This is an optimization exercise on Yosys and OpenROAD, whose aim is small area, not a production implementation.
The RTL was checked by simulation tests, not by an equivalence proof against the original design.

==> module pulse_oximeter, before the edit <==
module pulse_oximeter (
    input             CLK,
    input             rst_n,
    input             Find_Setting,
    input      [7:0]  V_ADC,
    output reg [6:0]  DC_Comp,
    output reg [3:0]  PGA_Gain,
    output reg        LED_IR,
    output reg        LED_RED,
    output reg [19:0] Out_IR,
    output reg [19:0] Out_RED
);
    wire       clk = CLK;
    wire [7:0] Vppg = V_ADC;
    reg        clk_filter;
    wire       en = !clk_filter;
    localparam S0 = 4'b0110,
               S1 = 4'b0000, S9 = 4'b0001, S2 = 4'b0010, S3 = 4'b0011,
               S4 = 4'b0100, S8 = 4'b0101,
               S5 = 4'b1000, S11 = 4'b1001, S6 = 4'b1010, S7 = 4'b1011,
               S10 = 4'b1101;
    reg [3:0] State;
    reg [8:0] cnt;
    reg [6:0] Oth_DC;
    reg [3:0] Oth_Gain;
    wire ir_on = State[3];
    wire [2:0] step = State[2:0];
    wire run  = (step == 3'b101);
    wire half = ir_on;
    wire clip = ir_on ? ((Vppg < 8'd21) | (Vppg > 8'd250))
                      : ((Vppg < 8'd4)  | (Vppg > 8'd250));
    wire low  = Vppg < 8'd150;
    wire [8:0] cnt_next = {cnt[7:0], ~(cnt[8] ^ cnt[4])};
    wire c2   = cnt[1];                      
    wire c4   = cnt[3];                      
    wire c475 = (cnt == 9'b110100001);
    wire q0   = ~cnt[0];                     
    wire qodd = (cnt[0] & ~cnt[1]) | (cnt[2] & ~cnt[3]);    
    wire q023 = ~cnt[0] | (cnt[1] & ~cnt[3]);               
    wire clip_end = (step == 3'b011) & clip;    
    wire toggle   = run & c4;                   
    wire swap     = (clip_end & ir_on) | toggle;
    wire cap_red  = (clip_end & ir_on) | (toggle & ir_on);
    wire cap_ir   = toggle & ~ir_on;
    always @(*) begin
        LED_IR  = ir_on;
        LED_RED = ~ir_on & (step != 3'b110) & ((step != 3'b000) | cnt[0]);
    end
    always @(posedge clk) begin
        if (!rst_n) clk_filter <= 1'b0;
        else        clk_filter <= !clk_filter;
    end
    always @(posedge clk) begin
        if (clip_end | toggle) begin
            Oth_DC   <= DC_Comp;
            Oth_Gain <= PGA_Gain;
        end
    end
    always @(posedge clk) begin
        if (!rst_n) begin
            State    <= S0;
            cnt      <= 9'd0;
            DC_Comp  <= 7'd0;
            PGA_Gain <= 4'd0;
        end else begin
            if (swap) begin
                DC_Comp  <= Oth_DC;
                PGA_Gain <= Oth_Gain;
            end
            case (step)
            3'b110: begin
                if (Find_Setting) State <= S1;
            end
            3'b000: begin
                PGA_Gain <= 4'd0;
                if (c2) State <= {ir_on, 3'b001};
                else cnt <= cnt_next;
            end
            3'b001: begin
                DC_Comp <= DC_Comp + 7'd1;
                if (low) State <= {ir_on, 3'b010};
            end
            3'b010: begin
                PGA_Gain <= PGA_Gain + 4'd1;
                cnt      <= 9'd0;
                State    <= {ir_on, 3'b011};
            end
            3'b011: begin
                if (clip) begin
                    cnt   <= 9'd0;
                    State <= ir_on ? S8 : S4;
                end else if (c475) State <= {ir_on, 3'b010};
                else cnt <= cnt_next;
            end
            3'b100: begin
                DC_Comp <= 7'd0;
                State   <= S5;
            end
            default: begin  
                if (c4) begin
                    cnt   <= 9'd0;
                    State <= {~ir_on, 3'b101};
                end else cnt <= cnt_next;
            end
            endcase
        end
    end
    reg [7:0] P0, P1, P2, P3, P4;
    reg [7:0] Q0, Q1, Q2, Q3, Q4;
    reg [7:0] V5;
    wire cap   = cap_red | cap_ir;
    wire shift = cap | !run;
    always @(posedge clk) begin
        Q0 <= P0; Q1 <= P1; Q2 <= P2; Q3 <= P3; Q4 <= P4;
        if (shift) begin
            P0 <= cap ? Vppg : 8'd0;
            P1 <= Q0; P2 <= Q1; P3 <= Q2; P4 <= Q3;
            V5 <= Q4;
        end else begin
            P0 <= Q0; P1 <= Q1; P2 <= Q2; P3 <= Q3; P4 <= Q4;
        end
    end
    wire ch_red = run & ~(qodd ^ half);
    wire rev    = qodd;
    wire [7:0] v0 = rev ? P4 : P0;
    wire [7:0] v1 = rev ? P3 : P1;
    wire [7:0] v2 = P2;
    wire [7:0] v3 = rev ? P1 : P3;
    wire [7:0] v4 = rev ? P0 : P4;
    wire [7:0] v5 = V5;
    wire sel1 = q0;      
    wire sel2 = q023;    
    wire [7:0] y0 = sel1 ? v1 : v0;
    wire [7:0] y1 = sel1 ? v2 : v1;
    wire [7:0] y2 = sel1 ? v3 : v2;
    wire [7:0] y3 = sel1 ? v4 : v3;
    wire [7:0] y4 = sel1 ? v5 : v4;
    wire [7:0] z0 = sel2 ? v1 : v0;
    wire [7:0] z1 = sel2 ? v2 : v1;
    wire [7:0] z2 = sel2 ? v3 : v2;
    wire [7:0] z3 = sel2 ? v4 : v3;
    wire [18:0] mac;
    FIR_MAC u_mac (
        .v0(v0), .v1(v1), .v2(v2), .v3(v3), .v4(v4),
        .y0(y0), .y1(y1), .y2(y2), .y3(y3), .y4(y4),
        .z0(z0), .z1(z1), .z2(z2), .z3(z3),
        .sum(mac)
    );
    reg [18:0] A;
    always @(posedge clk) A <= mac;
    always @(posedge clk) begin
        if (!rst_n) begin
            Out_IR  <= 0;
            Out_RED <= 0;
        end else if (en & run) begin
            Out_RED <= ch_red ? mac : A;
            Out_IR  <= ch_red ? A : mac;
        end
    end
endmodule
clock: 15.0 ns
lec_check: 0
cap_margin: 20
core_margin: 2
core_utilization: 75
place_density: 0.8
slew_margin: 20
synth_hierarchical: 1
standard.sh (not shown) runs the stock make flow with config.mk's settings and CLKGATE_MAP_FILE= SYNTH_SCRIPT=/design/flow/synth_recipe.tcl, a recipe that flattens the netlist after the stock synthesis.
==> flow/flow/run.sh <==
#!/bin/bash
# The standard layout (standard.sh), with two changes: the port buffers are
# made from the smallest buffer cell, and the clock tree is built without
# dummy loads.
set -e
export BUFFER_PORTS_ARGS="-buffer_cell sky130_fd_sc_hd__buf_1"
export CTS_ARGS='-sink_clustering_enable -repair_clock_nets -dont_use_dummy_load'
bash standard.sh > standard.log 2>&1
Then changed:
--- a/flow/design.v
+++ b/flow/design.v
@@ -632,16 +632,17 @@
             P0 <= Q0; P1 <= Q1; P2 <= Q2; P3 <= Q3; P4 <= Q4;
         end
     end
     wire ch_red = run & ~(qodd ^ half);
     wire rev    = qodd;
-    wire [7:0] v0 = rev ? P4 : P0;
-    wire [7:0] v1 = rev ? P3 : P1;
-    wire [7:0] v2 = P2;
-    wire [7:0] v3 = rev ? P1 : P3;
-    wire [7:0] v4 = rev ? P0 : P4;
-    wire [7:0] v5 = V5;
+    wire fwd_on = run & ~rev, rev_on = run & rev;
+    wire [7:0] v0 = ({8{fwd_on}} & P0) | ({8{rev_on}} & P4);
+    wire [7:0] v1 = ({8{fwd_on}} & P1) | ({8{rev_on}} & P3);
+    wire [7:0] v2 = {8{run}} & P2;
+    wire [7:0] v3 = ({8{fwd_on}} & P3) | ({8{rev_on}} & P1);
+    wire [7:0] v4 = ({8{fwd_on}} & P4) | ({8{rev_on}} & P0);
+    wire [7:0] v5 = {8{run}} & V5;
     wire sel1 = q0;      
     wire sel2 = q023;    
     wire [7:0] y0 = sel1 ? v1 : v0;
     wire [7:0] y1 = sel1 ? v2 : v1;
     wire [7:0] y2 = sel1 ? v3 : v2;
@@ -662,11 +663,11 @@
     always @(posedge clk) A <= mac;
     always @(posedge clk) begin
         if (!rst_n) begin
             Out_IR  <= 0;
             Out_RED <= 0;
-        end else if (en & run) begin
-            Out_RED <= ch_red ? mac : A;
+        end else if (en) begin
+            Out_RED <= (ch_red | !run) ? mac : A;
             Out_IR  <= ch_red ? A : mac;
         end
     end
 endmodule
Outcome: Routed wire length rose by a little under a tenth; global-route usage came out higher by 2.8 points; hold slack is worse by 10 ps; maximum frequency fell by a few percent; setup slack got worse by 440 ps.

[re-timing with driven ports]
The flow's constraints put no driver on any port. The routed layouts listed below were extracted and timed again, unchanged, in two steps.
Step 1 assumes that a clkbuf_16 drives the clock port and a buf_2 every other input.
Step 2, shift: input delay + t, output delay - t, t = (earliest + latest rising clock arrival at the registers) / 2. This alone moves slack from input paths to output paths.
a / b / c = ideal ports / drivers / drivers and shift; a / b = the first two.
run | t, ns | setup slack, ns | worst setup path after step 2 | pins driven straight from the clock port
the first run | 0.470 | 3.167 / 3.167 / 3.167 | register to register | 1
the second run | 0.467 | 2.726 / 2.726 / 2.726 | register to register | 1
After both steps every run listed still meets setup and hold.
